Background: an optimization exercise with open tools, aiming at small area and a short achievable clock period. Do not read the settings as production practice.
In this exercise RTL edits were held to simulation tests only and were not proved equivalent to the original.

## flow/design.v (module list and top-level ports; edited modules follow where they fit)
// module booth2multiplier: 4485 lines
// module fa: 4 lines
// module ha: 4 lines
// module g_a21oi: 1 lines
// module g_inv: 1 lines
// module g_nand2: 1 lines
// module g_nor2: 1 lines
// module g_o21ai: 1 lines
// module g_o22ai: 1 lines
// module g_xnor2: 1 lines
// module g_xor2: 1 lines
module booth2multiplier #(
    parameter bit_width = 32
    )(
    input wire [bit_width-1:0] A,    
    input wire [bit_width-1:0] B,    
    input wire clk, reset_n,
    output wire [2*bit_width-1:0] OUT
);
  // ...
==> flow/flow/run.sh <==
#!/bin/bash
# The standard layout (the standard.sh, all ORFS steps from synthesis to
# finish), except that the port buffers placed before global placement are
# sky130_fd_sc_hd__buf_1 cells instead of the default delay-buffer cell; the
# resizer upsizes them where timing needs it.  Full output in flow_standard.log.
set -euo pipefail
bash standard.sh "BUFFER_PORTS_ARGS=-buffer_cell sky130_fd_sc_hd__buf_1" finish > flow_standard.log 2>&1
==> flow/standard.sh <==
#!/bin/bash
# synth_recipe.tcl (not shown) runs the flow's synth.tcl, then flattens the netlist and writes it again
# the make line also repeats each setting of config.mk as NAME=value (left out here)
make -C /OpenROAD-flow-scripts/flow DESIGN_CONFIG=/design/flow/config.mk WORK_HOME=/design/flow/orfs CLKGATE_MAP_FILE= SYNTH_SCRIPT=/design/flow/synth_recipe.tcl "${@:-finish}"
==> flow/config.mk <==
export PLATFORM = sky130hd
export DESIGN_NAME = booth2multiplier
export DESIGN_NICKNAME = booth2multiplier
export VERILOG_FILES = /design/flow/design.v
export SDC_FILE = /design/flow/constraint.sdc
export NUM_CORES = 4
export LEC_CHECK = 0
export CAP_MARGIN = 20
export CORE_MARGIN = 2
export CORE_UTILIZATION = 45
export SETUP_SLACK_MARGIN = 4.0
export SLEW_MARGIN = 20
export SYNTH_HIERARCHICAL = 1
==> flow/constraint.sdc <==
create_clock -name core_clock -period 13.0 [get_ports {clk}]
set_input_delay 2.6000 -clock core_clock [delete_from_list [all_inputs] [get_ports {clk}]]
set_output_delay 2.6000 -clock core_clock [all_outputs]
set_load 0.01 [all_outputs]
==> metrics.md, run 1 <==
| Metric | Value |
|---|---|
| Post-CTS Repair Setup Buffers | 0 |
| Num CTS Buffers | 9 |
| Final sequential cell count | 64 |
| Die outline area | around 0.052 mm2 |
| Cells after synthesis | 2298 |
| Tcrit/Tclk final | about 67% |
| Antenna diodes | 1 |
| Simple-Gate Fraction of Synth Area | under 10% |
| Min Clock Period, post-route | 8.75 ns |
| # DRC | 0 |
| Clock buffer depth | 2 |
| WP data arrival | between 9 and 10 ns |
| Hold buffers post-CTS | 0 |
| Syn avg cell area | between 9 and 10 um2 |
| Top Usage Layer GRT | met2 |
| ANT nets after route | 0 |
| PortBufs | 129 |
| Most common library cells after synthesis | xnor2_1, o22ai_1, fa_1 |
| Share of post-route cells with drive strength above 1 | under 10% |
| First-pass GRT wire length | 121 mm |
| Most frequent cells in the layout | xnor2_1, o22ai_1, fa_1 |
| Min-Delay Endpoint | ff_out[0]$_DFF_P_ |
| I/O pins | between 100 and 150 |
| Status | complete, no violations |
| Routed vias | a little under 20000 |
| Area of the multi-input gates | roughly 0.021 mm2 |
| Multiplexer share of the synthesized area | 0% |
| DR vias/cell | 6.24 |
| Mapped Nets | roughly 2900 |
==> run 2: changes to the inputs <==
--- a/flow/design.v
+++ b/flow/design.v
@@ -3821,668 +3821,660 @@
 g_inv u_n3391 (.a(n3210), .y(n3391));
 wire n3392;
 g_inv u_n3392 (.a(n3211), .y(n3392));
 wire n3393;
 g_a21oi u_n3393 (.a(n3392), .b(n3390), .c(n3391), .y(n3393));
 wire n3394;
 g_o21ai u_n3394 (.a(n3214), .b(n3393), .c(n3213), .y(n3394));
 wire n3395;
-g_inv u_n3395 (.a(n3216), .y(n3395));
+g_inv u_n3395 (.a(n3394), .y(n3395));
 wire n3396;
-g_inv u_n3396 (.a(n3217), .y(n3396));
+g_o21ai u_n3396 (.a(n3217), .b(n3395), .c(n3216), .y(n3396));
 wire n3397;
-g_a21oi u_n3397 (.a(n3396), .b(n3394), .c(n3395), .y(n3397));
+g_inv u_n3397 (.a(n3219), .y(n3397));
 wire n3398;
-g_o21ai u_n3398 (.a(n3220), .b(n3397), .c(n3219), .y(n3398));
+g_inv u_n3398 (.a(n3220), .y(n3398));
 wire n3399;
-g_inv u_n3399 (.a(n3222), .y(n3399));
+g_a21oi u_n3399 (.a(n3398), .b(n3396), .c(n3397), .y(n3399));
 wire n3400;
-g_inv u_n3400 (.a(n3223), .y(n3400));
+g_o21ai u_n3400 (.a(n3223), .b(n3399), .c(n3222), .y(n3400));
 wire n3401;
-g_a21oi u_n3401 (.a(n3400), .b(n3398), .c(n3399), .y(n3401));
+g_inv u_n3401 (.a(n3225), .y(n3401));
 wire n3402;
-g_o21ai u_n3402 (.a(n3226), .b(n3401), .c(n3225), .y(n3402));
+g_inv u_n3402 (.a(n3226), .y(n3402));
 wire n3403;
-g_inv u_n3403 (.a(n3228), .y(n3403));
+g_a21oi u_n3403 (.a(n3402), .b(n3400), .c(n3401), .y(n3403));
 wire n3404;
-g_inv u_n3404 (.a(n3229), .y(n3404));
+g_o21ai u_n3404 (.a(n3229), .b(n3403), .c(n3228), .y(n3404));
 wire n3405;
-g_a21oi u_n3405 (.a(n3404), .b(n3402), .c(n3403), .y(n3405));
+g_inv u_n3405 (.a(n3231), .y(n3405));
 wire n3406;
-g_o21ai u_n3406 (.a(n3232), .b(n3405), .c(n3231), .y(n3406));
+g_inv u_n3406 (.a(n3232), .y(n3406));
 wire n3407;
-g_inv u_n3407 (.a(n3234), .y(n3407));
+g_a21oi u_n3407 (.a(n3406), .b(n3404), .c(n3405), .y(n3407));
 wire n3408;
-g_inv u_n3408 (.a(n3235), .y(n3408));
+g_o21ai u_n3408 (.a(n3235), .b(n3407), .c(n3234), .y(n3408));
 wire n3409;
-g_a21oi u_n3409 (.a(n3408), .b(n3406), .c(n3407), .y(n3409));
+g_inv u_n3409 (.a(n3237), .y(n3409));
 wire n3410;
-g_o21ai u_n3410 (.a(n3238), .b(n3234), .c(n3237), .y(n3410));
+g_inv u_n3410 (.a(n3238), .y(n3410));
 wire n3411;
-g_nor2 u_n3411 (.a(n3238), .b(n3235), .y(n3411));
+g_a21oi u_n3411 (.a(n3410), .b(n3408), .c(n3409), .y(n3411));
 wire n3412;
-g_a21oi u_n3412 (.a(n3411), .b(n3406), .c(n3410), .y(n3412));
+g_o21ai u_n3412 (.a(n3241), .b(n3411), .c(n3240), .y(n3412));
 wire n3413;
-g_o21ai u_n3413 (.a(n3241), .b(n3237), .c(n3240), .y(n3413));
+g_o21ai u_n3413 (.a(n3244), .b(n3240), .c(n3243), .y(n3413));
 wire n3414;
-g_nor2 u_n3414 (.a(n3241), .b(n3238), .y(n3414));
+g_nor2 u_n3414 (.a(n3244), .b(n3241), .y(n3414));
 wire n3415;
-g_inv u_n3415 (.a(n3234), .y(n3415));
+g_inv u_n3415 (.a(n3413), .y(n3415));
 wire n3416;
-g_inv u_n3416 (.a(n3235), .y(n3416));
+g_inv u_n3416 (.a(n3414), .y(n3416));
 wire n3417;
-g_a21oi u_n3417 (.a(n3414), .b(n3415), .c(n3413), .y(n3417));
+g_o21ai u_n3417 (.a(n3416), .b(n3411), .c(n3415), .y(n3417));
 wire n3418;
-g_nand2 u_n3418 (.a(n3414), .b(n3416), .y(n3418));
+g_o21ai u_n3418 (.a(n3247), .b(n3243), .c(n3246), .y(n3418));
 wire n3419;
-g_inv u_n3419 (.a(n3417), .y(n3419));
+g_nor2 u_n3419 (.a(n3247), .b(n3244), .y(n3419));
 wire n3420;
-g_inv u_n3420 (.a(n3418), .y(n3420));
+g_inv u_n3420 (.a(n3240), .y(n3420));
 wire n3421;
-g_a21oi u_n3421 (.a(n3420), .b(n3406), .c(n3419), .y(n3421));
+g_inv u_n3421 (.a(n3241), .y(n3421));
 wire n3422;
-g_o21ai u_n3422 (.a(n3244), .b(n3421), .c(n3243), .y(n3422));
+g_a21oi u_n3422 (.a(n3419), .b(n3420), .c(n3418), .y(n3422));
 wire n3423;
-g_o21ai u_n3423 (.a(n3247), .b(n3243), .c(n3246), .y(n3423));
+g_nand2 u_n3423 (.a(n3419), .b(n3421), .y(n3423));
 wire n3424;
-g_nor2 u_n3424 (.a(n3247), .b(n3244), .y(n3424));
+g_o21ai u_n3424 (.a(n3423), .b(n3411), .c(n3422), .y(n3424));
 wire n3425;
-g_inv u_n3425 (.a(n3423), .y(n3425));
+g_inv u_n3425 (.a(n3249), .y(n3425));
 wire n3426;
-g_inv u_n3426 (.a(n3424), .y(n3426));
+g_inv u_n3426 (.a(n3250), .y(n3426));
 wire n3427;
-g_o21ai u_n3427 (.a(n3426), .b(n3421), .c(n3425), .y(n3427));
+g_a21oi u_n3427 (.a(n3426), .b(n3424), .c(n3425), .y(n3427));
 wire n3428;
-g_inv u_n3428 (.a(n3249), .y(n3428));
+g_o21ai u_n3428 (.a(n3253), .b(n3427), .c(n3252), .y(n3428));
 wire n3429;
-g_inv u_n3429 (.a(n3250), .y(n3429));
+g_o21ai u_n3429 (.a(n3256), .b(n3252), .c(n3255), .y(n3429));
 wire n3430;
-g_a21oi u_n3430 (.a(n3429), .b(n3427), .c(n3428), .y(n3430));
+g_nor2 u_n3430 (.a(n3256), .b(n3253), .y(n3430));
 wire n3431;
-g_o21ai u_n3431 (.a(n3253), .b(n3249), .c(n3252), .y(n3431));
+g_inv u_n3431 (.a(n3429), .y(n3431));
 wire n3432;
-g_nor2 u_n3432 (.a(n3253), .b(n3250), .y(n3432));
+g_inv u_n3432 (.a(n3430), .y(n3432));
 wire n3433;
-g_a21oi u_n3433 (.a(n3432), .b(n3427), .c(n3431), .y(n3433));
+g_o21ai u_n3433 (.a(n3432), .b(n3427), .c(n3431), .y(n3433));
 wire n3434;
-g_o21ai u_n3434 (.a(n3256), .b(n3433), .c(n3255), .y(n3434));
+g_o21ai u_n3434 (.a(n3259), .b(n3255), .c(n3258), .y(n3434));
 wire n3435;
-g_o21ai u_n3435 (.a(n3259), .b(n3255), .c(n3258), .y(n3435));
+g_nor2 u_n3435 (.a(n3259), .b(n3256), .y(n3435));
 wire n3436;
-g_nor2 u_n3436 (.a(n3259), .b(n3256), .y(n3436));
+g_inv u_n3436 (.a(n3252), .y(n3436));
 wire n3437;
-g_inv u_n3437 (.a(n3435), .y(n3437));
+g_inv u_n3437 (.a(n3253), .y(n3437));
 wire n3438;
-g_inv u_n3438 (.a(n3436), .y(n3438));
+g_a21oi u_n3438 (.a(n3435), .b(n3436), .c(n3434), .y(n3438));
 wire n3439;
-g_o21ai u_n3439 (.a(n3438), .b(n3433), .c(n3437), .y(n3439));
+g_nand2 u_n3439 (.a(n3435), .b(n3437), .y(n3439));
 wire n3440;
-g_inv u_n3440 (.a(n3261), .y(n3440));
+g_o21ai u_n3440 (.a(n3439), .b(n3427), .c(n3438), .y(n3440));
 wire n3441;
-g_inv u_n3441 (.a(n3262), .y(n3441));
+g_inv u_n3441 (.a(n3261), .y(n3441));
 wire n3442;
-g_a21oi u_n3442 (.a(n3441), .b(n3435), .c(n3440), .y(n3442));
+g_inv u_n3442 (.a(n3262), .y(n3442));
 wire n3443;
-g_nand2 u_n3443 (.a(n3441), .b(n3436), .y(n3443));
+g_a21oi u_n3443 (.a(n3442), .b(n3440), .c(n3441), .y(n3443));
 wire n3444;
-g_o21ai u_n3444 (.a(n3443), .b(n3433), .c(n3442), .y(n3444));
+g_o21ai u_n3444 (.a(n3265), .b(n3261), .c(n3264), .y(n3444));
 wire n3445;
-g_o21ai u_n3445 (.a(n3265), .b(n3261), .c(n3264), .y(n3445));
+g_nor2 u_n3445 (.a(n3265), .b(n3262), .y(n3445));
 wire n3446;
-g_nor2 u_n3446 (.a(n3265), .b(n3262), .y(n3446));
+g_a21oi u_n3446 (.a(n3445), .b(n3440), .c(n3444), .y(n3446));
 wire n3447;
-g_a21oi u_n3447 (.a(n3446), .b(n3435), .c(n3445), .y(n3447));
+g_o21ai u_n3447 (.a(n3268), .b(n3446), .c(n3267), .y(n3447));
 wire n3448;
-g_nand2 u_n3448 (.a(n3446), .b(n3436), .y(n3448));
+g_o21ai u_n3448 (.a(n3271), .b(n3267), .c(n3270), .y(n3448));
 wire n3449;
-g_o21ai u_n3449 (.a(n3448), .b(n3433), .c(n3447), .y(n3449));
+g_nor2 u_n3449 (.a(n3271), .b(n3268), .y(n3449));
 wire n3450;
-g_inv u_n3450 (.a(n3267), .y(n3450));
+g_inv u_n3450 (.a(n3448), .y(n3450));
 wire n3451;
-g_inv u_n3451 (.a(n3268), .y(n3451));
+g_inv u_n3451 (.a(n3449), .y(n3451));
 wire n3452;
-g_a21oi u_n3452 (.a(n3451), .b(n3449), .c(n3450), .y(n3452));
+g_o21ai u_n3452 (.a(n3451), .b(n3446), .c(n3450), .y(n3452));
 wire n3453;
-g_o21ai u_n3453 (.a(n3271), .b(n3267), .c(n3270), .y(n3453));
+g_inv u_n3453 (.a(n3273), .y(n3453));
 wire n3454;
-g_nor2 u_n3454 (.a(n3271), .b(n3268), .y(n3454));
+g_inv u_n3454 (.a(n3274), .y(n3454));
 wire n3455;
-g_a21oi u_n3455 (.a(n3454), .b(n3449), .c(n3453), .y(n3455));
+g_a21oi u_n3455 (.a(n3454), .b(n3448), .c(n3453), .y(n3455));
 wire n3456;
-g_inv u_n3456 (.a(n3273), .y(n3456));
+g_nand2 u_n3456 (.a(n3454), .b(n3449), .y(n3456));
 wire n3457;
-g_inv u_n3457 (.a(n3274), .y(n3457));
+g_o21ai u_n3457 (.a(n3456), .b(n3446), .c(n3455), .y(n3457));
 wire n3458;
-g_a21oi u_n3458 (.a(n3457), .b(n3453), .c(n3456), .y(n3458));
+g_o21ai u_n3458 (.a(n3277), .b(n3273), .c(n3276), .y(n3458));
 wire n3459;
-g_nand2 u_n3459 (.a(n3457), .b(n3454), .y(n3459));
+g_nor2 u_n3459 (.a(n3277), .b(n3274), .y(n3459));
 wire n3460;
-g_inv u_n3460 (.a(n3458), .y(n3460));
+g_a21oi u_n3460 (.a(n3459), .b(n3448), .c(n3458), .y(n3460));
 wire n3461;
-g_inv u_n3461 (.a(n3459), .y(n3461));
+g_nand2 u_n3461 (.a(n3459), .b(n3449), .y(n3461));
 wire n3462;
-g_a21oi u_n3462 (.a(n3461), .b(n3449), .c(n3460), .y(n3462));
+g_o21ai u_n3462 (.a(n3461), .b(n3446), .c(n3460), .y(n3462));
 wire n3463;
-g_o21ai u_n3463 (.a(n3277), .b(n3273), .c(n3276), .y(n3463));
+g_inv u_n3463 (.a(n3279), .y(n3463));
 wire n3464;
-g_nor2 u_n3464 (.a(n3277), .b(n3274), .y(n3464));
+g_inv u_n3464 (.a(n3280), .y(n3464));
 wire n3465;
-g_a21oi u_n3465 (.a(n3464), .b(n3453), .c(n3463), .y(n3465));
+g_a21oi u_n3465 (.a(n3464), .b(n3462), .c(n3463), .y(n3465));
 wire n3466;
-g_nand2 u_n3466 (.a(n3464), .b(n3454), .y(n3466));
+g_o21ai u_n3466 (.a(n3283), .b(n3465), .c(n3282), .y(n3466));
 wire n3467;
-g_inv u_n3467 (.a(n3465), .y(n3467));
+g_o21ai u_n3467 (.a(n3286), .b(n3282), .c(n3285), .y(n3467));
 wire n3468;
-g_inv u_n3468 (.a(n3466), .y(n3468));
+g_nor2 u_n3468 (.a(n3286), .b(n3283), .y(n3468));
 wire n3469;
-g_a21oi u_n3469 (.a(n3468), .b(n3449), .c(n3467), .y(n3469));
+g_inv u_n3469 (.a(n3467), .y(n3469));
 wire n3470;
-g_o21ai u_n3470 (.a(n3280), .b(n3469), .c(n3279), .y(n3470));
+g_inv u_n3470 (.a(n3468), .y(n3470));
 wire n3471;
-g_o21ai u_n3471 (.a(n3283), .b(n3279), .c(n3282), .y(n3471));
+g_o21ai u_n3471 (.a(n3470), .b(n3465), .c(n3469), .y(n3471));
 wire n3472;
-g_nor2 u_n3472 (.a(n3283), .b(n3280), .y(n3472));
+g_o21ai u_n3472 (.a(n3289), .b(n3285), .c(n3288), .y(n3472));
 wire n3473;
-g_inv u_n3473 (.a(n3471), .y(n3473));
+g_nor2 u_n3473 (.a(n3289), .b(n3286), .y(n3473));
 wire n3474;
-g_inv u_n3474 (.a(n3472), .y(n3474));
+g_inv u_n3474 (.a(n3282), .y(n3474));
 wire n3475;
-g_o21ai u_n3475 (.a(n3474), .b(n3469), .c(n3473), .y(n3475));
+g_inv u_n3475 (.a(n3283), .y(n3475));
 wire n3476;
-g_inv u_n3476 (.a(n3285), .y(n3476));
+g_a21oi u_n3476 (.a(n3473), .b(n3474), .c(n3472), .y(n3476));
 wire n3477;
-g_inv u_n3477 (.a(n3286), .y(n3477));
+g_nand2 u_n3477 (.a(n3473), .b(n3475), .y(n3477));
 wire n3478;
-g_a21oi u_n3478 (.a(n3477), .b(n3475), .c(n3476), .y(n3478));
+g_o21ai u_n3478 (.a(n3477), .b(n3465), .c(n3476), .y(n3478));
 wire n3479;
-g_o21ai u_n3479 (.a(n3289), .b(n3285), .c(n3288), .y(n3479));
+g_o21ai u_n3479 (.a(n3292), .b(n3476), .c(n3291), .y(n3479));
 wire n3480;
-g_nor2 u_n3480 (.a(n3289), .b(n3286), .y(n3480));
+g_nor2 u_n3480 (.a(n3292), .b(n3477), .y(n3480));
 wire n3481;
-g_a21oi u_n3481 (.a(n3480), .b(n3475), .c(n3479), .y(n3481));
+g_inv u_n3481 (.a(n3479), .y(n3481));
 wire n3482;
-g_inv u_n3482 (.a(n3291), .y(n3482));
+g_inv u_n3482 (.a(n3480), .y(n3482));
 wire n3483;
-g_inv u_n3483 (.a(n3292), .y(n3483));
+g_o21ai u_n3483 (.a(n3482), .b(n3465), .c(n3481), .y(n3483));
 wire n3484;
-g_a21oi u_n3484 (.a(n3483), .b(n3479), .c(n3482), .y(n3484));
+g_o21ai u_n3484 (.a(n3295), .b(n3291), .c(n3294), .y(n3484));
 wire n3485;
-g_nand2 u_n3485 (.a(n3483), .b(n3480), .y(n3485));
+g_nor2 u_n3485 (.a(n3295), .b(n3292), .y(n3485));
 wire n3486;
-g_inv u_n3486 (.a(n3484), .y(n3486));
+g_o21ai u_n3486 (.a(n3283), .b(n3279), .c(n3282), .y(n3486));
 wire n3487;
-g_inv u_n3487 (.a(n3485), .y(n3487));
+g_nor2 u_n3487 (.a(n3283), .b(n3280), .y(n3487));
 wire n3488;
-g_a21oi u_n3488 (.a(n3487), .b(n3475), .c(n3486), .y(n3488));
+g_a21oi u_n3488 (.a(n3473), .b(n3486), .c(n3472), .y(n3488));
 wire n3489;
-g_o21ai u_n3489 (.a(n3295), .b(n3291), .c(n3294), .y(n3489));
+g_nand2 u_n3489 (.a(n3473), .b(n3487), .y(n3489));
 wire n3490;
-g_nor2 u_n3490 (.a(n3295), .b(n3292), .y(n3490));
+g_inv u_n3490 (.a(n3484), .y(n3490));
 wire n3491;
-g_a21oi u_n3491 (.a(n3490), .b(n3479), .c(n3489), .y(n3491));
+g_inv u_n3491 (.a(n3485), .y(n3491));
 wire n3492;
-g_nand2 u_n3492 (.a(n3490), .b(n3480), .y(n3492));
+g_o21ai u_n3492 (.a(n3491), .b(n3488), .c(n3490), .y(n3492));
 wire n3493;
-g_inv u_n3493 (.a(n3491), .y(n3493));
+g_nor2 u_n3493 (.a(n3491), .b(n3489), .y(n3493));
 wire n3494;
-g_inv u_n3494 (.a(n3492), .y(n3494));
+g_a21oi u_n3494 (.a(n3493), .b(n3462), .c(n3492), .y(n3494));
 wire n3495;
-g_a21oi u_n3495 (.a(n3494), .b(n3475), .c(n3493), .y(n3495));
+g_o21ai u_n3495 (.a(n3298), .b(n3494), .c(n3297), .y(n3495));
 wire n3496;
-g_inv u_n3496 (.a(n3297), .y(n3496));
+g_o21ai u_n3496 (.a(n3301), .b(n3297), .c(n3300), .y(n3496));
 wire n3497;
-g_inv u_n3497 (.a(n3298), .y(n3497));
+g_nor2 u_n3497 (.a(n3301), .b(n3298), .y(n3497));
 wire n3498;
-g_a21oi u_n3498 (.a(n3497), .b(n3489), .c(n3496), .y(n3498));
+g_inv u_n3498 (.a(n3496), .y(n3498));
 wire n3499;
-g_nand2 u_n3499 (.a(n3497), .b(n3490), .y(n3499));
+g_inv u_n3499 (.a(n3497), .y(n3499));
 wire n3500;
-g_a21oi u_n3500 (.a(n3480), .b(n3471), .c(n3479), .y(n3500));
+g_o21ai u_n3500 (.a(n3499), .b(n3494), .c(n3498), .y(n3500));
 wire n3501;
-g_nand2 u_n3501 (.a(n3480), .b(n3472), .y(n3501));
+g_inv u_n3501 (.a(n3303), .y(n3501));
 wire n3502;
-g_o21ai u_n3502 (.a(n3499), .b(n3500), .c(n3498), .y(n3502));
+g_inv u_n3502 (.a(n3304), .y(n3502));
 wire n3503;
-g_nor2 u_n3503 (.a(n3499), .b(n3501), .y(n3503));
+g_a21oi u_n3503 (.a(n3502), .b(n3500), .c(n3501), .y(n3503));
 wire n3504;
-g_inv u_n3504 (.a(n3469), .y(n3504));
+g_o21ai u_n3504 (.a(n3307), .b(n3303), .c(n3306), .y(n3504));
 wire n3505;
-g_a21oi u_n3505 (.a(n3503), .b(n3504), .c(n3502), .y(n3505));
+g_nor2 u_n3505 (.a(n3307), .b(n3304), .y(n3505));
 wire n3506;
-g_o21ai u_n3506 (.a(n3301), .b(n3505), .c(n3300), .y(n3506));
+g_a21oi u_n3506 (.a(n3505), .b(n3500), .c(n3504), .y(n3506));
 wire n3507;
-g_inv u_n3507 (.a(n3303), .y(n3507));
+g_inv u_n3507 (.a(n3309), .y(n3507));
 wire n3508;
-g_inv u_n3508 (.a(n3304), .y(n3508));
+g_inv u_n3508 (.a(n3310), .y(n3508));
 wire n3509;
-g_a21oi u_n3509 (.a(n3508), .b(n3506), .c(n3507), .y(n3509));
+g_a21oi u_n3509 (.a(n3508), .b(n3504), .c(n3507), .y(n3509));
 wire n3510;
-g_o21ai u_n3510 (.a(n3307), .b(n3303), .c(n3306), .y(n3510));
+g_nand2 u_n3510 (.a(n3508), .b(n3505), .y(n3510));
 wire n3511;
-g_nor2 u_n3511 (.a(n3307), .b(n3304), .y(n3511));
+g_inv u_n3511 (.a(n3509), .y(n3511));
 wire n3512;
-g_a21oi u_n3512 (.a(n3511), .b(n3506), .c(n3510), .y(n3512));
+g_inv u_n3512 (.a(n3510), .y(n3512));
 wire n3513;
-g_inv u_n3513 (.a(n3309), .y(n3513));
+g_a21oi u_n3513 (.a(n3512), .b(n3500), .c(n3511), .y(n3513));
 wire n3514;
-g_inv u_n3514 (.a(n3310), .y(n3514));
+g_o21ai u_n3514 (.a(n3313), .b(n3309), .c(n3312), .y(n3514));
 wire n3515;
-g_a21oi u_n3515 (.a(n3514), .b(n3510), .c(n3513), .y(n3515));
+g_nor2 u_n3515 (.a(n3313), .b(n3310), .y(n3515));
 wire n3516;
-g_nand2 u_n3516 (.a(n3514), .b(n3511), .y(n3516));
+g_a21oi u_n3516 (.a(n3515), .b(n3504), .c(n3514), .y(n3516));
 wire n3517;
-g_inv u_n3517 (.a(n3515), .y(n3517));
+g_nand2 u_n3517 (.a(n3515), .b(n3505), .y(n3517));
 wire n3518;
 g_inv u_n3518 (.a(n3516), .y(n3518));
 wire n3519;
-g_a21oi u_n3519 (.a(n3518), .b(n3506), .c(n3517), .y(n3519));
+g_inv u_n3519 (.a(n3517), .y(n3519));
 wire n3520;
-g_o21ai u_n3520 (.a(n3313), .b(n3309), .c(n3312), .y(n3520));
+g_a21oi u_n3520 (.a(n3519), .b(n3500), .c(n3518), .y(n3520));
 wire n3521;
-g_nor2 u_n3521 (.a(n3313), .b(n3310), .y(n3521));
+g_inv u_n3521 (.a(n3496), .y(n3521));
 wire n3522;
-g_a21oi u_n3522 (.a(n3521), .b(n3510), .c(n3520), .y(n3522));
+g_inv u_n3522 (.a(n3497), .y(n3522));
 wire n3523;
-g_nand2 u_n3523 (.a(n3521), .b(n3511), .y(n3523));
+g_o21ai u_n3523 (.a(n3517), .b(n3521), .c(n3516), .y(n3523));
 wire n3524;
-g_inv u_n3524 (.a(n3522), .y(n3524));
+g_nor2 u_n3524 (.a(n3517), .b(n3522), .y(n3524));
 wire n3525;
-g_inv u_n3525 (.a(n3523), .y(n3525));
+g_inv u_n3525 (.a(n3315), .y(n3525));
 wire n3526;
-g_a21oi u_n3526 (.a(n3525), .b(n3506), .c(n3524), .y(n3526));
+g_inv u_n3526 (.a(n3316), .y(n3526));
 wire n3527;
-g_o21ai u_n3527 (.a(n3523), .b(n3300), .c(n3522), .y(n3527));
+g_a21oi u_n3527 (.a(n3526), .b(n3523), .c(n3525), .y(n3527));
 wire n3528;
-g_nor2 u_n3528 (.a(n3523), .b(n3301), .y(n3528));
+g_nand2 u_n3528 (.a(n3526), .b(n3524), .y(n3528));
 wire n3529;
-g_inv u_n3529 (.a(n3315), .y(n3529));
+g_o21ai u_n3529 (.a(n3528), .b(n3494), .c(n3527), .y(n3529));
 wire n3530;
-g_inv u_n3530 (.a(n3316), .y(n3530));
+g_inv u_n3530 (.a(n3318), .y(n3530));
 wire n3531;
-g_a21oi u_n3531 (.a(n3530), .b(n3527), .c(n3529), .y(n3531));
+g_inv u_n3531 (.a(n3319), .y(n3531));
 wire n3532;
-g_nand2 u_n3532 (.a(n3530), .b(n3528), .y(n3532));
+g_a21oi u_n3532 (.a(n3531), .b(n3529), .c(n3530), .y(n3532));
 wire n3533;
-g_o21ai u_n3533 (.a(n3532), .b(n3505), .c(n3531), .y(n3533));
+g_o21ai u_n3533 (.a(n3322), .b(n3318), .c(n3321), .y(n3533));
 wire n3534;
-g_inv u_n3534 (.a(n3318), .y(n3534));
+g_nor2 u_n3534 (.a(n3322), .b(n3319), .y(n3534));
 wire n3535;
-g_inv u_n3535 (.a(n3319), .y(n3535));
+g_a21oi u_n3535 (.a(n3534), .b(n3529), .c(n3533), .y(n3535));
 wire n3536;
-g_a21oi u_n3536 (.a(n3535), .b(n3533), .c(n3534), .y(n3536));
+g_o21ai u_n3536 (.a(n3325), .b(n3321), .c(n3324), .y(n3536));
 wire n3537;
-g_o21ai u_n3537 (.a(n3322), .b(n3318), .c(n3321), .y(n3537));
+g_nor2 u_n3537 (.a(n3325), .b(n3322), .y(n3537));
 wire n3538;
-g_nor2 u_n3538 (.a(n3322), .b(n3319), .y(n3538));
+g_inv u_n3538 (.a(n3318), .y(n3538));
 wire n3539;
-g_a21oi u_n3539 (.a(n3538), .b(n3533), .c(n3537), .y(n3539));
+g_inv u_n3539 (.a(n3319), .y(n3539));
 wire n3540;
-g_o21ai u_n3540 (.a(n3325), .b(n3321), .c(n3324), .y(n3540));
+g_a21oi u_n3540 (.a(n3537), .b(n3538), .c(n3536), .y(n3540));
 wire n3541;
-g_nor2 u_n3541 (.a(n3325), .b(n3322), .y(n3541));
+g_nand2 u_n3541 (.a(n3537), .b(n3539), .y(n3541));
 wire n3542;
-g_inv u_n3542 (.a(n3318), .y(n3542));
+g_inv u_n3542 (.a(n3540), .y(n3542));
 wire n3543;
-g_inv u_n3543 (.a(n3319), .y(n3543));
+g_inv u_n3543 (.a(n3541), .y(n3543));
 wire n3544;
-g_a21oi u_n3544 (.a(n3541), .b(n3542), .c(n3540), .y(n3544));
+g_a21oi u_n3544 (.a(n3543), .b(n3529), .c(n3542), .y(n3544));
 wire n3545;
-g_nand2 u_n3545 (.a(n3541), .b(n3543), .y(n3545));
+g_o21ai u_n3545 (.a(n3328), .b(n3540), .c(n3327), .y(n3545));
 wire n3546;
-g_inv u_n3546 (.a(n3544), .y(n3546));
+g_nor2 u_n3546 (.a(n3328), .b(n3541), .y(n3546));
 wire n3547;
-g_inv u_n3547 (.a(n3545), .y(n3547));
+g_a21oi u_n3547 (.a(n3546), .b(n3529), .c(n3545), .y(n3547));
 wire n3548;
-g_a21oi u_n3548 (.a(n3547), .b(n3533), .c(n3546), .y(n3548));
+g_o21ai u_n3548 (.a(n3331), .b(n3327), .c(n3330), .y(n3548));
 wire n3549;
-g_o21ai u_n3549 (.a(n3328), .b(n3544), .c(n3327), .y(n3549));
+g_nor2 u_n3549 (.a(n3331), .b(n3328), .y(n3549));
 wire n3550;
-g_nor2 u_n3550 (.a(n3328), .b(n3545), .y(n3550));
+g_o21ai u_n3550 (.a(n3319), .b(n3315), .c(n3318), .y(n3550));
 wire n3551;
-g_a21oi u_n3551 (.a(n3550), .b(n3533), .c(n3549), .y(n3551));
+g_nor2 u_n3551 (.a(n3319), .b(n3316), .y(n3551));
 wire n3552;
-g_o21ai u_n3552 (.a(n3331), .b(n3327), .c(n3330), .y(n3552));
+g_a21oi u_n3552 (.a(n3537), .b(n3550), .c(n3536), .y(n3552));
 wire n3553;
-g_nor2 u_n3553 (.a(n3331), .b(n3328), .y(n3553));
+g_nand2 u_n3553 (.a(n3537), .b(n3551), .y(n3553));
 wire n3554;
-g_o21ai u_n3554 (.a(n3319), .b(n3315), .c(n3318), .y(n3554));
+g_inv u_n3554 (.a(n3548), .y(n3554));
 wire n3555;
-g_nor2 u_n3555 (.a(n3319), .b(n3316), .y(n3555));
+g_inv u_n3555 (.a(n3549), .y(n3555));
 wire n3556;
-g_a21oi u_n3556 (.a(n3541), .b(n3554), .c(n3540), .y(n3556));
+g_o21ai u_n3556 (.a(n3555), .b(n3552), .c(n3554), .y(n3556));
 wire n3557;
-g_nand2 u_n3557 (.a(n3541), .b(n3555), .y(n3557));
+g_nor2 u_n3557 (.a(n3555), .b(n3553), .y(n3557));
 wire n3558;
-g_inv u_n3558 (.a(n3552), .y(n3558));
+g_a21oi u_n3558 (.a(n3557), .b(n3523), .c(n3556), .y(n3558));
 wire n3559;
-g_inv u_n3559 (.a(n3553), .y(n3559));
+g_nand2 u_n3559 (.a(n3557), .b(n3524), .y(n3559));
 wire n3560;
-g_o21ai u_n3560 (.a(n3559), .b(n3556), .c(n3558), .y(n3560));
+g_o21ai u_n3560 (.a(n3559), .b(n3494), .c(n3558), .y(n3560));
 wire n3561;
-g_nor2 u_n3561 (.a(n3559), .b(n3557), .y(n3561));
+g_inv u_n3561 (.a(n3333), .y(n3561));
 wire n3562;
-g_a21oi u_n3562 (.a(n3561), .b(n3527), .c(n3560), .y(n3562));
+g_inv u_n3562 (.a(n3334), .y(n3562));
 wire n3563;
-g_nand2 u_n3563 (.a(n3561), .b(n3528), .y(n3563));
+g_a21oi u_n3563 (.a(n3562), .b(n3560), .c(n3561), .y(n3563));
 wire n3564;
-g_o21ai u_n3564 (.a(n3563), .b(n3505), .c(n3562), .y(n3564));
+g_o21ai u_n3564 (.a(n3337), .b(n3333), .c(n3336), .y(n3564));
 wire n3565;
-g_inv u_n3565 (.a(n3333), .y(n3565));
+g_nor2 u_n3565 (.a(n3337), .b(n3334), .y(n3565));
 wire n3566;
-g_inv u_n3566 (.a(n3334), .y(n3566));
+g_a21oi u_n3566 (.a(n3565), .b(n3560), .c(n3564), .y(n3566));
 wire n3567;
-g_a21oi u_n3567 (.a(n3566), .b(n3564), .c(n3565), .y(n3567));
+g_o21ai u_n3567 (.a(n3340), .b(n3566), .c(n3339), .y(n3567));
 wire n3568;
-g_o21ai u_n3568 (.a(n3337), .b(n3333), .c(n3336), .y(n3568));
+g_o21ai u_n3568 (.a(n3343), .b(n3339), .c(n3342), .y(n3568));
 wire n3569;
-g_nor2 u_n3569 (.a(n3337), .b(n3334), .y(n3569));
+g_nor2 u_n3569 (.a(n3343), .b(n3340), .y(n3569));
 wire n3570;
-g_a21oi u_n3570 (.a(n3569), .b(n3564), .c(n3568), .y(n3570));
+g_inv u_n3570 (.a(n3568), .y(n3570));
 wire n3571;
-g_o21ai u_n3571 (.a(n3340), .b(n3570), .c(n3339), .y(n3571));
+g_inv u_n3571 (.a(n3569), .y(n3571));
 wire n3572;
-g_o21ai u_n3572 (.a(n3343), .b(n3339), .c(n3342), .y(n3572));
+g_o21ai u_n3572 (.a(n3571), .b(n3566), .c(n3570), .y(n3572));
 wire n3573;
-g_nor2 u_n3573 (.a(n3343), .b(n3340), .y(n3573));
+g_inv u_n3573 (.a(n3345), .y(n3573));
 wire n3574;
-g_inv u_n3574 (.a(n3572), .y(n3574));
+g_inv u_n3574 (.a(n3346), .y(n3574));
 wire n3575;
-g_inv u_n3575 (.a(n3573), .y(n3575));
+g_a21oi u_n3575 (.a(n3574), .b(n3568), .c(n3573), .y(n3575));
 wire n3576;
-g_o21ai u_n3576 (.a(n3575), .b(n3570), .c(n3574), .y(n3576));
+g_nand2 u_n3576 (.a(n3574), .b(n3569), .y(n3576));
 wire n3577;
-g_inv u_n3577 (.a(n3345), .y(n3577));
+g_o21ai u_n3577 (.a(n3576), .b(n3566), .c(n3575), .y(n3577));
 wire n3578;
-g_inv u_n3578 (.a(n3346), .y(n3578));
+g_o21ai u_n3578 (.a(n3349), .b(n3345), .c(n3348), .y(n3578));
 wire n3579;
-g_a21oi u_n3579 (.a(n3578), .b(n3572), .c(n3577), .y(n3579));
+g_nor2 u_n3579 (.a(n3349), .b(n3346), .y(n3579));
 wire n3580;
-g_nand2 u_n3580 (.a(n3578), .b(n3573), .y(n3580));
+g_a21oi u_n3580 (.a(n3579), .b(n3568), .c(n3578), .y(n3580));
 wire n3581;
-g_o21ai u_n3581 (.a(n3580), .b(n3570), .c(n3579), .y(n3581));
+g_nand2 u_n3581 (.a(n3579), .b(n3569), .y(n3581));
 wire n3582;
-g_o21ai u_n3582 (.a(n3349), .b(n3345), .c(n3348), .y(n3582));
+g_o21ai u_n3582 (.a(n3581), .b(n3566), .c(n3580), .y(n3582));
 wire n3583;
-g_nor2 u_n3583 (.a(n3349), .b(n3346), .y(n3583));
+g_o21ai u_n3583 (.a(n3352), .b(n3580), .c(n3351), .y(n3583));
 wire n3584;
-g_a21oi u_n3584 (.a(n3583), .b(n3572), .c(n3582), .y(n3584));
+g_nor2 u_n3584 (.a(n3352), .b(n3581), .y(n3584));
 wire n3585;
-g_nand2 u_n3585 (.a(n3583), .b(n3573), .y(n3585));
+g_a21oi u_n3585 (.a(n3584), .b(n3564), .c(n3583), .y(n3585));
 wire n3586;
-g_o21ai u_n3586 (.a(n3585), .b(n3570), .c(n3584), .y(n3586));
+g_nand2 u_n3586 (.a(n3584), .b(n3565), .y(n3586));
 wire n3587;
-g_o21ai u_n3587 (.a(n3352), .b(n3584), .c(n3351), .y(n3587));
+g_inv u_n3587 (.a(n3585), .y(n3587));
 wire n3588;
-g_nor2 u_n3588 (.a(n3352), .b(n3585), .y(n3588));
+g_inv u_n3588 (.a(n3586), .y(n3588));
 wire n3589;
-g_a21oi u_n3589 (.a(n3588), .b(n3568), .c(n3587), .y(n3589));
+g_a21oi u_n3589 (.a(n3588), .b(n3560), .c(n3587), .y(n3589));
 wire n3590;
-g_nand2 u_n3590 (.a(n3588), .b(n3569), .y(n3590));
+g_o21ai u_n3590 (.a(n3355), .b(n3589), .c(n3354), .y(n3590));
 wire n3591;
-g_inv u_n3591 (.a(n3589), .y(n3591));
+g_o21ai u_n3591 (.a(n3358), .b(n3354), .c(n3357), .y(n3591));
 wire n3592;
-g_inv u_n3592 (.a(n3590), .y(n3592));
+g_nor2 u_n3592 (.a(n3358), .b(n3355), .y(n3592));
 wire n3593;
-g_a21oi u_n3593 (.a(n3592), .b(n3564), .c(n3591), .y(n3593));
+g_inv u_n3593 (.a(n3591), .y(n3593));
 wire n3594;
-g_o21ai u_n3594 (.a(n3355), .b(n3593), .c(n3354), .y(n3594));
+g_inv u_n3594 (.a(n3592), .y(n3594));
 wire n3595;
-g_o21ai u_n3595 (.a(n3358), .b(n3354), .c(n3357), .y(n3595));
+g_o21ai u_n3595 (.a(n3594), .b(n3589), .c(n3593), .y(n3595));
 wire n3596;
-g_nor2 u_n3596 (.a(n3358), .b(n3355), .y(n3596));
+g_o21ai u_n3596 (.a(n3361), .b(n3357), .c(n3360), .y(n3596));
 wire n3597;
-g_inv u_n3597 (.a(n3595), .y(n3597));
+g_nor2 u_n3597 (.a(n3361), .b(n3358), .y(n3597));
 wire n3598;
-g_inv u_n3598 (.a(n3596), .y(n3598));
+g_inv u_n3598 (.a(n3354), .y(n3598));
 wire n3599;
-g_o21ai u_n3599 (.a(n3598), .b(n3593), .c(n3597), .y(n3599));
+g_inv u_n3599 (.a(n3355), .y(n3599));
 wire n3600;
-g_o21ai u_n3600 (.a(n3361), .b(n3357), .c(n3360), .y(n3600));
+g_a21oi u_n3600 (.a(n3597), .b(n3598), .c(n3596), .y(n3600));
 wire n3601;
-g_nor2 u_n3601 (.a(n3361), .b(n3358), .y(n3601));
+g_nand2 u_n3601 (.a(n3597), .b(n3599), .y(n3601));
 wire n3602;
-g_inv u_n3602 (.a(n3354), .y(n3602));
+g_o21ai u_n3602 (.a(n3601), .b(n3589), .c(n3600), .y(n3602));
 wire n3603;
-g_inv u_n3603 (.a(n3355), .y(n3603));
+g_o21ai u_n3603 (.a(n3364), .b(n3600), .c(n3363), .y(n3603));
 wire n3604;
-g_a21oi u_n3604 (.a(n3601), .b(n3602), .c(n3600), .y(n3604));
+g_nor2 u_n3604 (.a(n3364), .b(n3601), .y(n3604));
 wire n3605;
-g_nand2 u_n3605 (.a(n3601), .b(n3603), .y(n3605));
+g_inv u_n3605 (.a(n3603), .y(n3605));
 wire n3606;
-g_o21ai u_n3606 (.a(n3605), .b(n3593), .c(n3604), .y(n3606));
+g_inv u_n3606 (.a(n3604), .y(n3606));
 wire n3607;
-g_o21ai u_n3607 (.a(n3364), .b(n3604), .c(n3363), .y(n3607));
+g_o21ai u_n3607 (.a(n3606), .b(n3589), .c(n3605), .y(n3607));
 wire n3608;
-g_nor2 u_n3608 (.a(n3364), .b(n3605), .y(n3608));
+g_o21ai u_n3608 (.a(n3367), .b(n3363), .c(n3366), .y(n3608));
 wire n3609;
-g_inv u_n3609 (.a(n3607), .y(n3609));
+g_nor2 u_n3609 (.a(n3367), .b(n3364), .y(n3609));
 wire n3610;
-g_inv u_n3610 (.a(n3608), .y(n3610));
+g_o21ai u_n3610 (.a(n3355), .b(n3351), .c(n3354), .y(n3610));
 wire n3611;
-g_o21ai u_n3611 (.a(n3610), .b(n3593), .c(n3609), .y(n3611));
+g_nor2 u_n3611 (.a(n3355), .b(n3352), .y(n3611));
 wire n3612;
-g_o21ai u_n3612 (.a(n3367), .b(n3363), .c(n3366), .y(n3612));
+g_a21oi u_n3612 (.a(n3597), .b(n3610), .c(n3596), .y(n3612));
 wire n3613;
-g_nor2 u_n3613 (.a(n3367), .b(n3364), .y(n3613));
+g_nand2 u_n3613 (.a(n3597), .b(n3611), .y(n3613));
 wire n3614;
-g_o21ai u_n3614 (.a(n3355), .b(n3351), .c(n3354), .y(n3614));
+g_o21ai u_n3614 (.a(n3613), .b(n3580), .c(n3612), .y(n3614));
 wire n3615;
-g_nor2 u_n3615 (.a(n3355), .b(n3352), .y(n3615));
+g_nor2 u_n3615 (.a(n3613), .b(n3581), .y(n3615));
 wire n3616;
-g_a21oi u_n3616 (.a(n3601), .b(n3614), .c(n3600), .y(n3616));
+g_a21oi u_n3616 (.a(n3609), .b(n3614), .c(n3608), .y(n3616));
 wire n3617;
-g_nand2 u_n3617 (.a(n3601), .b(n3615), .y(n3617));
+g_nand2 u_n3617 (.a(n3609), .b(n3615), .y(n3617));
 wire n3618;
-g_o21ai u_n3618 (.a(n3617), .b(n3584), .c(n3616), .y(n3618));
+g_inv u_n3618 (.a(n3564), .y(n3618));
 wire n3619;
-g_nor2 u_n3619 (.a(n3617), .b(n3585), .y(n3619));
+g_inv u_n3619 (.a(n3565), .y(n3619));
 wire n3620;
-g_a21oi u_n3620 (.a(n3613), .b(n3618), .c(n3612), .y(n3620));
+g_o21ai u_n3620 (.a(n3617), .b(n3618), .c(n3616), .y(n3620));
 wire n3621;
-g_nand2 u_n3621 (.a(n3613), .b(n3619), .y(n3621));
+g_nor2 u_n3621 (.a(n3617), .b(n3619), .y(n3621));
 wire n3622;
-g_inv u_n3622 (.a(n3568), .y(n3622));
+g_a21oi u_n3622 (.a(n3621), .b(n3560), .c(n3620), .y(n3622));
 wire n3623;
-g_inv u_n3623 (.a(n3569), .y(n3623));
+g_o21ai u_n3623 (.a(n3370), .b(n3622), .c(n3369), .y(n3623));
 wire n3624;
-g_o21ai u_n3624 (.a(n3621), .b(n3622), .c(n3620), .y(n3624));
+g_o21ai u_n3624 (.a(n3373), .b(n3369), .c(n3372), .y(n3624));
 wire n3625;
-g_nor2 u_n3625 (.a(n3621), .b(n3623), .y(n3625));
+g_nor2 u_n3625 (.a(n3373), .b(n3370), .y(n3625));
 wire n3626;
-g_a21oi u_n3626 (.a(n3625), .b(n3564), .c(n3624), .y(n3626));
+g_inv u_n3626 (.a(n3624), .y(n3626));
 wire n3627;
-g_o21ai u_n3627 (.a(n3370), .b(n3626), .c(n3369), .y(n3627));
+g_inv u_n3627 (.a(n3625), .y(n3627));
 wire n3628;
-g_o21ai u_n3628 (.a(n3373), .b(n3369), .c(n3372), .y(n3628));
+g_o21ai u_n3628 (.a(n3627), .b(n3622), .c(n3626), .y(n3628));
 wire n3629;
-g_nor2 u_n3629 (.a(n3373), .b(n3370), .y(n3629));
+g_inv u_n3629 (.a(n3375), .y(n3629));
 wire n3630;
-g_inv u_n3630 (.a(n3628), .y(n3630));
+g_inv u_n3630 (.a(n3376), .y(n3630));
 wire n3631;
-g_inv u_n3631 (.a(n3629), .y(n3631));
+g_a21oi u_n3631 (.a(n3630), .b(n3624), .c(n3629), .y(n3631));
 wire n3632;
-g_o21ai u_n3632 (.a(n3631), .b(n3626), .c(n3630), .y(n3632));
+g_nand2 u_n3632 (.a(n3630), .b(n3625), .y(n3632));
 wire n3633;
-g_inv u_n3633 (.a(n3375), .y(n3633));
+g_o21ai u_n3633 (.a(n3632), .b(n3622), .c(n3631), .y(n3633));
 wire n3634;
-g_inv u_n3634 (.a(n3376), .y(n3634));
+g_o21ai u_n3634 (.a(n3379), .b(n3375), .c(n3378), .y(n3634));
 wire n3635;
-g_a21oi u_n3635 (.a(n3634), .b(n3628), .c(n3633), .y(n3635));
+g_nor2 u_n3635 (.a(n3379), .b(n3376), .y(n3635));
 wire n3636;
-g_nand2 u_n3636 (.a(n3634), .b(n3629), .y(n3636));
+g_a21oi u_n3636 (.a(n3635), .b(n3624), .c(n3634), .y(n3636));
 wire n3637;
-g_o21ai u_n3637 (.a(n3636), .b(n3626), .c(n3635), .y(n3637));
+g_nand2 u_n3637 (.a(n3635), .b(n3625), .y(n3637));
 wire n3638;
-g_o21ai u_n3638 (.a(n3379), .b(n3375), .c(n3378), .y(n3638));
+g_o21ai u_n3638 (.a(n3637), .b(n3622), .c(n3636), .y(n3638));
 wire n3639;
-g_nor2 u_n3639 (.a(n3379), .b(n3376), .y(n3639));
+g_inv u_n3639 (.a(n3381), .y(n3639));
 wire n3640;
-g_a21oi u_n3640 (.a(n3639), .b(n3628), .c(n3638), .y(n3640));
+g_inv u_n3640 (.a(n3382), .y(n3640));
 wire n3641;
-g_nand2 u_n3641 (.a(n3639), .b(n3629), .y(n3641));
+g_a21oi u_n3641 (.a(n3640), .b(n3634), .c(n3639), .y(n3641));
 wire n3642;
-g_o21ai u_n3642 (.a(n3641), .b(n3626), .c(n3640), .y(n3642));
+g_nand2 u_n3642 (.a(n3640), .b(n3635), .y(n3642));
 wire n3643;
-g_inv u_n3643 (.a(n3381), .y(n3643));
+g_a21oi u_n3643 (.a(n3625), .b(n3608), .c(n3624), .y(n3643));
 wire n3644;
-g_inv u_n3644 (.a(n3382), .y(n3644));
+g_nand2 u_n3644 (.a(n3625), .b(n3609), .y(n3644));
 wire n3645;
-g_a21oi u_n3645 (.a(n3644), .b(n3638), .c(n3643), .y(n3645));
+g_o21ai u_n3645 (.a(n3642), .b(n3643), .c(n3641), .y(n3645));
 wire n3646;
-g_nand2 u_n3646 (.a(n3644), .b(n3639), .y(n3646));
+g_nor2 u_n3646 (.a(n3642), .b(n3644), .y(n3646));
 wire n3647;
-g_a21oi u_n3647 (.a(n3629), .b(n3612), .c(n3628), .y(n3647));
+g_a21oi u_n3647 (.a(n3646), .b(n3614), .c(n3645), .y(n3647));
 wire n3648;
-g_nand2 u_n3648 (.a(n3629), .b(n3613), .y(n3648));
+g_nand2 u_n3648 (.a(n3646), .b(n3615), .y(n3648));
 wire n3649;
-g_o21ai u_n3649 (.a(n3646), .b(n3647), .c(n3645), .y(n3649));
+g_o21ai u_n3649 (.a(n3648), .b(n3336), .c(n3647), .y(n3649));
 wire n3650;
-g_nor2 u_n3650 (.a(n3646), .b(n3648), .y(n3650));
+g_nor2 u_n3650 (.a(n3648), .b(n3337), .y(n3650));
 wire n3651;
-g_a21oi u_n3651 (.a(n3650), .b(n3618), .c(n3649), .y(n3651));
+g_inv u_n3651 (.a(n3649), .y(n3651));
 wire n3652;
-g_nand2 u_n3652 (.a(n3650), .b(n3619), .y(n3652));
+g_inv u_n3652 (.a(n3650), .y(n3652));
 wire n3653;
-g_o21ai u_n3653 (.a(n3652), .b(n3336), .c(n3651), .y(n3653));
+g_o21ai u_n3653 (.a(n3652), .b(n3563), .c(n3651), .y(n3653));
 wire n3654;
-g_nor2 u_n3654 (.a(n3652), .b(n3337), .y(n3654));
+g_xnor2 u_n3654 (.a(n43), .b(n3197), .y(n3654));
 wire n3655;
-g_inv u_n3655 (.a(n3653), .y(n3655));
+g_xor2 u_n3655 (.a(n3200), .b(n3384), .y(n3655));
 wire n3656;
-g_inv u_n3656 (.a(n3654), .y(n3656));
+g_xor2 u_n3656 (.a(n3203), .b(n3386), .y(n3656));
 wire n3657;
-g_o21ai u_n3657 (.a(n3656), .b(n3567), .c(n3655), .y(n3657));
+g_xnor2 u_n3657 (.a(n3206), .b(n3389), .y(n3657));
 wire n3658;
-g_xnor2 u_n3658 (.a(n43), .b(n3197), .y(n3658));
+g_xor2 u_n3658 (.a(n3209), .b(n3390), .y(n3658));
 wire n3659;
-g_xor2 u_n3659 (.a(n3200), .b(n3384), .y(n3659));
+g_xnor2 u_n3659 (.a(n3212), .b(n3393), .y(n3659));
 wire n3660;
-g_xor2 u_n3660 (.a(n3203), .b(n3386), .y(n3660));
+g_xor2 u_n3660 (.a(n3215), .b(n3394), .y(n3660));
 wire n3661;
-g_xnor2 u_n3661 (.a(n3206), .b(n3389), .y(n3661));
+g_xor2 u_n3661 (.a(n3218), .b(n3396), .y(n3661));
 wire n3662;
-g_xor2 u_n3662 (.a(n3209), .b(n3390), .y(n3662));
+g_xnor2 u_n3662 (.a(n3221), .b(n3399), .y(n3662));
 wire n3663;
-g_xnor2 u_n3663 (.a(n3212), .b(n3393), .y(n3663));
+g_xor2 u_n3663 (.a(n3224), .b(n3400), .y(n3663));
 wire n3664;
-g_xor2 u_n3664 (.a(n3215), .b(n3394), .y(n3664));
+g_xnor2 u_n3664 (.a(n3227), .b(n3403), .y(n3664));
 wire n3665;
-g_xnor2 u_n3665 (.a(n3218), .b(n3397), .y(n3665));
+g_xor2 u_n3665 (.a(n3230), .b(n3404), .y(n3665));
 wire n3666;
-g_xor2 u_n3666 (.a(n3221), .b(n3398), .y(n3666));
+g_xnor2 u_n3666 (.a(n3233), .b(n3407), .y(n3666));
 wire n3667;
-g_xnor2 u_n3667 (.a(n3224), .b(n3401), .y(n3667));
+g_xor2 u_n3667 (.a(n3236), .b(n3408), .y(n3667));
 wire n3668;
-g_xor2 u_n3668 (.a(n3227), .b(n3402), .y(n3668));
+g_xnor2 u_n3668 (.a(n3239), .b(n3411), .y(n3668));
 wire n3669;
-g_xnor2 u_n3669 (.a(n3230), .b(n3405), .y(n3669));
+g_xor2 u_n3669 (.a(n3242), .b(n3412), .y(n3669));
 wire n3670;
-g_xor2 u_n3670 (.a(n3233), .b(n3406), .y(n3670));
+g_xor2 u_n3670 (.a(n3245), .b(n3417), .y(n3670));
 wire n3671;
-g_xnor2 u_n3671 (.a(n3236), .b(n3409), .y(n3671));
+g_xor2 u_n3671 (.a(n3248), .b(n3424), .y(n3671));
 wire n3672;
-g_xnor2 u_n3672 (.a(n3239), .b(n3412), .y(n3672));
+g_xnor2 u_n3672 (.a(n3251), .b(n3427), .y(n3672));
 wire n3673;
-g_xnor2 u_n3673 (.a(n3242), .b(n3421), .y(n3673));
+g_xor2 u_n3673 (.a(n3254), .b(n3428), .y(n3673));
 wire n3674;
-g_xor2 u_n3674 (.a(n3245), .b(n3422), .y(n3674));
+g_xor2 u_n3674 (.a(n3257), .b(n3433), .y(n3674));
 wire n3675;
-g_xor2 u_n3675 (.a(n3248), .b(n3427), .y(n3675));
+g_xor2 u_n3675 (.a(n3260), .b(n3440), .y(n3675));
 wire n3676;
-g_xnor2 u_n3676 (.a(n3251), .b(n3430), .y(n3676));
+g_xnor2 u_n3676 (.a(n3263), .b(n3443), .y(n3676));
 wire n3677;
-g_xnor2 u_n3677 (.a(n3254), .b(n3433), .y(n3677));
+g_xnor2 u_n3677 (.a(n3266), .b(n3446), .y(n3677));
 wire n3678;
-g_xor2 u_n3678 (.a(n3257), .b(n3434), .y(n3678));
+g_xor2 u_n3678 (.a(n3269), .b(n3447), .y(n3678));
 wire n3679;
-g_xor2 u_n3679 (.a(n3260), .b(n3439), .y(n3679));
+g_xor2 u_n3679 (.a(n3272), .b(n3452), .y(n3679));
 wire n3680;
-g_xor2 u_n3680 (.a(n3263), .b(n3444), .y(n3680));
+g_xor2 u_n3680 (.a(n3275), .b(n3457), .y(n3680));
 wire n3681;
-g_xor2 u_n3681 (.a(n3266), .b(n3449), .y(n3681));
+g_xor2 u_n3681 (.a(n3278), .b(n3462), .y(n3681));
 wire n3682;
-g_xnor2 u_n3682 (.a(n3269), .b(n3452), .y(n3682));
+g_xnor2 u_n3682 (.a(n3281), .b(n3465), .y(n3682));
 wire n3683;
-g_xnor2 u_n3683 (.a(n3272), .b(n3455), .y(n3683));
+g_xor2 u_n3683 (.a(n3284), .b(n3466), .y(n3683));
 wire n3684;
-g_xnor2 u_n3684 (.a(n3275), .b(n3462), .y(n3684));
+g_xor2 u_n3684 (.a(n3287), .b(n3471), .y(n3684));
 wire n3685;
-g_xnor2 u_n3685 (.a(n3278), .b(n3469), .y(n3685));
+g_xor2 u_n3685 (.a(n3290), .b(n3478), .y(n3685));
 wire n3686;
-g_xor2 u_n3686 (.a(n3281), .b(n3470), .y(n3686));
+g_xor2 u_n3686 (.a(n3293), .b(n3483), .y(n3686));
 wire n3687;
-g_xor2 u_n3687 (.a(n3284), .b(n3475), .y(n3687));
+g_xnor2 u_n3687 (.a(n3296), .b(n3494), .y(n3687));
 wire n3688;
-g_xnor2 u_n3688 (.a(n3287), .b(n3478), .y(n3688));
+g_xor2 u_n3688 (.a(n3299), .b(n3495), .y(n3688));
 wire n3689;
-g_xnor2 u_n3689 (.a(n3290), .b(n3481), .y(n3689));
+g_xor2 u_n3689 (.a(n3302), .b(n3500), .y(n3689));
 wire n3690;
-g_xnor2 u_n3690 (.a(n3293), .b(n3488), .y(n3690));
+g_xnor2 u_n3690 (.a(n3305), .b(n3503), .y(n3690));
 wire n3691;
-g_xnor2 u_n3691 (.a(n3296), .b(n3495), .y(n3691));
+g_xnor2 u_n3691 (.a(n3308), .b(n3506), .y(n3691));
 wire n3692;
-g_xnor2 u_n3692 (.a(n3299), .b(n3505), .y(n3692));
+g_xnor2 u_n3692 (.a(n3311), .b(n3513), .y(n3692));
 wire n3693;
-g_xor2 u_n3693 (.a(n3302), .b(n3506), .y(n3693));
+g_xnor2 u_n3693 (.a(n3314), .b(n3520), .y(n3693));
 wire n3694;
-g_xnor2 u_n3694 (.a(n3305), .b(n3509), .y(n3694));
+g_xor2 u_n3694 (.a(n3317), .b(n3529), .y(n3694));
 wire n3695;
-g_xnor2 u_n3695 (.a(n3308), .b(n3512), .y(n3695));
+g_xnor2 u_n3695 (.a(n3320), .b(n3532), .y(n3695));
 wire n3696;
-g_xnor2 u_n3696 (.a(n3311), .b(n3519), .y(n3696));
+g_xnor2 u_n3696 (.a(n3323), .b(n3535), .y(n3696));
 wire n3697;
-g_xnor2 u_n3697 (.a(n3314), .b(n3526), .y(n3697));
+g_xnor2 u_n3697 (.a(n3326), .b(n3544), .y(n3697));
 wire n3698;
-g_xor2 u_n3698 (.a(n3317), .b(n3533), .y(n3698));
+g_xnor2 u_n3698 (.a(n3329), .b(n3547), .y(n3698));
 wire n3699;
-g_xnor2 u_n3699 (.a(n3320), .b(n3536), .y(n3699));
+g_xor2 u_n3699 (.a(n3332), .b(n3560), .y(n3699));
 wire n3700;
-g_xnor2 u_n3700 (.a(n3323), .b(n3539), .y(n3700));
+g_xnor2 u_n3700 (.a(n3335), .b(n3563), .y(n3700));
 wire n3701;
-g_xnor2 u_n3701 (.a(n3326), .b(n3548), .y(n3701));
+g_xnor2 u_n3701 (.a(n3338), .b(n3566), .y(n3701));
 wire n3702;
-g_xnor2 u_n3702 (.a(n3329), .b(n3551), .y(n3702));
+g_xor2 u_n3702 (.a(n3341), .b(n3567), .y(n3702));
 wire n3703;
-g_xor2 u_n3703 (.a(n3332), .b(n3564), .y(n3703));
+g_xor2 u_n3703 (.a(n3344), .b(n3572), .y(n3703));
 wire n3704;
-g_xnor2 u_n3704 (.a(n3335), .b(n3567), .y(n3704));
+g_xor2 u_n3704 (.a(n3347), .b(n3577), .y(n3704));
 wire n3705;
-g_xnor2 u_n3705 (.a(n3338), .b(n3570), .y(n3705));
+g_xor2 u_n3705 (.a(n3350), .b(n3582), .y(n3705));
 wire n3706;
-g_xor2 u_n3706 (.a(n3341), .b(n3571), .y(n3706));
+g_xnor2 u_n3706 (.a(n3353), .b(n3589), .y(n3706));
 wire n3707;
-g_xor2 u_n3707 (.a(n3344), .b(n3576), .y(n3707));
+g_xor2 u_n3707 (.a(n3356), .b(n3590), .y(n3707));
 wire n3708;
-g_xor2 u_n3708 (.a(n3347), .b(n3581), .y(n3708));
+g_xor2 u_n3708 (.a(n3359), .b(n3595), .y(n3708));
 wire n3709;
-g_xor2 u_n3709 (.a(n3350), .b(n3586), .y(n3709));
+g_xor2 u_n3709 (.a(n3362), .b(n3602), .y(n3709));
 wire n3710;
-g_xnor2 u_n3710 (.a(n3353), .b(n3593), .y(n3710));
+g_xor2 u_n3710 (.a(n3365), .b(n3607), .y(n3710));
 wire n3711;
-g_xor2 u_n3711 (.a(n3356), .b(n3594), .y(n3711));
+g_xnor2 u_n3711 (.a(n3368), .b(n3622), .y(n3711));
 wire n3712;
-g_xor2 u_n3712 (.a(n3359), .b(n3599), .y(n3712));
+g_xor2 u_n3712 (.a(n3371), .b(n3623), .y(n3712));
 wire n3713;
-g_xor2 u_n3713 (.a(n3362), .b(n3606), .y(n3713));
+g_xor2 u_n3713 (.a(n3374), .b(n3628), .y(n3713));
 wire n3714;
-g_xor2 u_n3714 (.a(n3365), .b(n3611), .y(n3714));
+g_xor2 u_n3714 (.a(n3377), .b(n3633), .y(n3714));
 wire n3715;
-g_xnor2 u_n3715 (.a(n3368), .b(n3626), .y(n3715));
+g_xor2 u_n3715 (.a(n3380), .b(n3638), .y(n3715));
 wire n3716;
-g_xor2 u_n3716 (.a(n3371), .b(n3627), .y(n3716));
-wire n3717;
-g_xor2 u_n3717 (.a(n3374), .b(n3632), .y(n3717));
-wire n3718;
-g_xor2 u_n3718 (.a(n3377), .b(n3637), .y(n3718));
-wire n3719;
-g_xor2 u_n3719 (.a(n3380), .b(n3642), .y(n3719));
-wire n3720;
-g_xnor2 u_n3720 (.a(c3195), .b(n3657), .y(n3720));
-wire [63:0] product = {n3720, n3719, n3718, n3717, n3716, n3715, n3714, n3713, n3712, n3711, n3710, n3709, n3708, n3707, n3706, n3705, n3704, n3703, n3702, n3701, n3700, n3699, n3698, n3697, n3696, n3695, n3694, n3693, n3692, n3691, n3690, n3689, n3688, n3687, n3686, n3685, n3684, n3683, n3682, n3681, n3680, n3679, n3678, n3677, n3676, n3675, n3674, n3673, n3672, n3671, n3670, n3669, n3668, n3667, n3666, n3665, n3664, n3663, n3662, n3661, n3660, n3659, n3658, n3196};
+g_xnor2 u_n3716 (.a(c3195), .b(n3653), .y(n3716));
+wire [63:0] product = {n3716, n3715, n3714, n3713, n3712, n3711, n3710, n3709, n3708, n3707, n3706, n3705, n3704, n3703, n3702, n3701, n3700, n3699, n3698, n3697, n3696, n3695, n3694, n3693, n3692, n3691, n3690, n3689, n3688, n3687, n3686, n3685, n3684, n3683, n3682, n3681, n3680, n3679, n3678, n3677, n3676, n3675, n3674, n3673, n3672, n3671, n3670, n3669, n3668, n3667, n3666, n3665, n3664, n3663, n3662, n3661, n3660, n3659, n3658, n3657, n3656, n3655, n3654, n3196};
 reg [63:0] ff_out;
 always @(posedge clk) begin
     ff_out <= product;   
 end
 assign OUT = ff_out;
 endmodule
 module fa (input wire a, b, ci, output wire s, co);
 assign s = a ^ b ^ ci;
==> flow/config.mk (replaced) <==
export PLATFORM = sky130hd
export DESIGN_NAME = booth2multiplier
export DESIGN_NICKNAME = booth2multiplier
export VERILOG_FILES = /design/flow/design.v
export SDC_FILE = /design/flow/constraint.sdc
export NUM_CORES = 4
export LEC_CHECK = 0
export CAP_MARGIN = 20
export CORE_MARGIN = 2
export CORE_UTILIZATION = 45
export SETUP_SLACK_MARGIN = 4.3
export SLEW_MARGIN = 20
export SYNTH_HIERARCHICAL = 1
==> run 2 against run 1 <==
Still clean on timing, DRC and antenna. Count of clock-buffer cells in the layout unchanged. Final cell count grew 0.69%. Cell area is 2.8% higher. Fmax is 3.1% higher. Die area shrank 0.26%. Area after synthesis shrank 0.26%. Critical path depth is 2 higher. Sequential share of layout area shrank 0.14 points. Utilization up 1.5 points. First-iteration DRC count up 0.13%.
==> metrics.md, run 2 <==
| Metric | Value |
|---|---|
| WP data arrival | 8.77 ns (-0.30 ns) |
| Clock Sinks | 64 |
| Routed len/inst | roughly 25 um |
| Non-Filler Instances | about 3200 |
| Ys flop type | dfxtp_1 |
| Setup CP Type | in2reg |
| Critical path peak fanout | 18 |
| Num CTS Buffers | 9 (unchanged) |
| Cell count along the critical path | 24 |
| RD Place Congestion | between 0.9 and 1 |
| Die outline area | 0.0515 mm2 (-0.26%) |
| Clk pin slew, worst setup/hold paths | approximately 0.080 ns |
| Cells after synthesis | 2294 (-0.17%) |
| Most common library cells after synthesis | xnor2_1, o22ai_1, fa_1 |
| Crit path max-delay cell type | fa_1 |
| CP most frequent cell | fa_1 |
| Seq/Total Area, Yosys | ~5.7% |
| Core ar. | 0.0490 mm2 |
| Final setup viols | 0 |
| First-pass GRT wire length | 122 mm (+0.53%) |
| Cells along the critical path | clkbuf_2, buf_12, nand2_4, buf_4, o22ai_1, xnor2_1, fa_1, fa_1, fa_1, fa_1, fa_1, fa_1, ha_1, nor2_1, nor2_1, a21oi_2, o21ai_1, a21oi_4, o21ai_4, buf_12, buf_4, a21oi_2, o21ai_1, xnor2_1 |
| Min Clock Period, post-route | 8.49 ns (-0.260 ns) |
| Most frequent cells in the layout | xnor2_1, o22ai_1, fa_1 |
| Layout Nets | 3094 |
| DRT Wirelength | slightly below 80 mm |
| # DRC | 0 (unchanged) |
| Starting Density | about 46% |
| FF+latch count, synth | 64 |
| Initial DRT Pass Iterations | 9 |
| Layout area overhead | 14.2% |
| Tcrit/Tclk final | 65.3% (-2.0 points) |
| Clock buffer depth | 2 (unchanged) |
| Largest net degree at the start of global routing | 49 |
| Final worst-path setup slack | 4.51 ns |
| GR Overflow Total | 0 |
| Depth of the worst hold-timing path | 2 |
| RSZ-0062 raised after global routing | false |
| Asr flop ratio synth | 0% |
| Biggest regs | ff_out: 64 flops |
| Max Cap Violations | 0 |
| Syn. warnings | 7 |
| Synthesized cell area | ~0.022 mm2 |
| I/O pins | 130 (unchanged) |
| Pre-CTS setup slack | between 2 and 2.5 ns |
| Slew HR | between 20% and 30% |
| Critical path's largest stage delay | a little over 0.5 ns |
| Hold buffers post-CTS | 0 (unchanged) |
| Routed vias | 20200 (+1.6%) |
| WHS | ~2.6 ns |
| Mapped Nets | 2855 (-0.14%) |
| ANT nets after route | 0 (unchanged) |
| Final Slew Violations | 0 |
| Worst Tran Pin Value | between 1 and 1.5 ns |
| Most common cell after layout, fill and taps aside | xnor2_1 |
| Initial antenna violation count | 1 |
| Status | complete, no violations |
| PortBufs | 129 (unchanged) |
| Clock Tree Root | clkbuf_16 |
| Share of post-route cells with drive strength above 1 | 10.3% (+2.5 points) |
| Die width | between 200 and 250 um |
| Placed cell area | roughly 0.024 mm2 |
| Most frequent cell after synthesis | xnor2_1 |
| Top delay family on crit path | adder cells |
| Largest register by flop count | ff_out |
| Leading post-synthesis cells by cell area | fa_1, xnor2_1, o22ai_1 |
| Hold WC Path Type | in2reg |
| DR vias/cell | 6.29 (+0.86%) |
| Syn avg cell area | 9.74 um2 (about the same) |
| All-layer global routing usage | about a third |
-- run 2: repair_timing --
action	in CTS	in global routing
setup buffers	10	24
endpoints found under the hold margin	0	0
setup endpoints to repair	35	28
pin swaps	7	6
cloned	0	2
resized for setup	76	88
-- run 2: cell type report --
cell class / instances / area, um2
Fill cell: 4460 / 23400
Inverter: 136 / 526
Clock buffer: 9 / 225
Multi-Input combinational cell: 2094 / 21100
Tap cell: 664 / 831
Sequential cell: 64 / 1280
Clock inverter: 7 / 104
Timing Repair Buffer: 228 / 1420
Antenna cell: 2 / 5.00
-- run 2: routing by layer --
metal	GRT usage, %	wire (um)	vias up
met5	0	0	-
li1	-	-	8506
met2	47.1	35100	1375
met4	13.7	3370	0
met1	42.3	30500	10000
met3	8.64	10100	238
-- run 2: path summary, 6_finish.rpt --
check	startpoint	endpoint	slack, ns
max	reset_n	ff_out[63]$_DFF_P_	4.51
min	B[1]	ff_out[0]$_DFF_P_	2.59
-- run 2: Yosys stat by module, one instance, submodules excluded, a selection --
module | flip-flops and latches | area, um2 | cells | copies in the design
g_a21oi | 0 | 8.76 | 1 | 46
booth2multiplier | 64 | 1280 | 65 | 1
fa | 0 | 20.0 | 1 | 434
g_nand2 | 0 | 3.75 | 1 | 149
g_nor2 | 0 | 3.75 | 1 | 115
g_inv | 0 | 3.75 | 1 | 136
ha | 0 | 12.5 | 1 | 61
g_xnor2 | 0 | 8.76 | 1 | 568
-- run 2: cells by family after synthesis --
| group | share of synthesized area (%) |
|---|---|
| xor gates and xnor gates | 27.4 |
| AOI/OAI and AO/OA | 17.9 |
| and+or+nand+nor | 4.43 |
| buffers and inverters | 2.28 |
| DFF | 5.73 |
| other | 0.0168 |
| adders and majority gates | 42.3 |

-- static timing again, ports no longer ideal --
The flow's constraints put no driver on any port. The routed layouts listed below were extracted and timed again, unchanged, in two steps. Step 1: set_driving_cell puts a clkbuf_16 on clk and a buf_2 on each other input, an assumption about the parent block. Step 2 also shifts input and output timing later by t, the mid clock arrival at the registers, as if the neighbouring blocks saw the same clock. Slacks: no drivers / after step 1 / after step 2; pairs: no drivers / after step 1.
run	t (ns)	setup WS [ns]
run 1	0.460	4.250 / 4.282 / 3.822
run 2	0.450	4.510 / 4.550 / 4.100
After both steps every run listed still meets setup and hold.
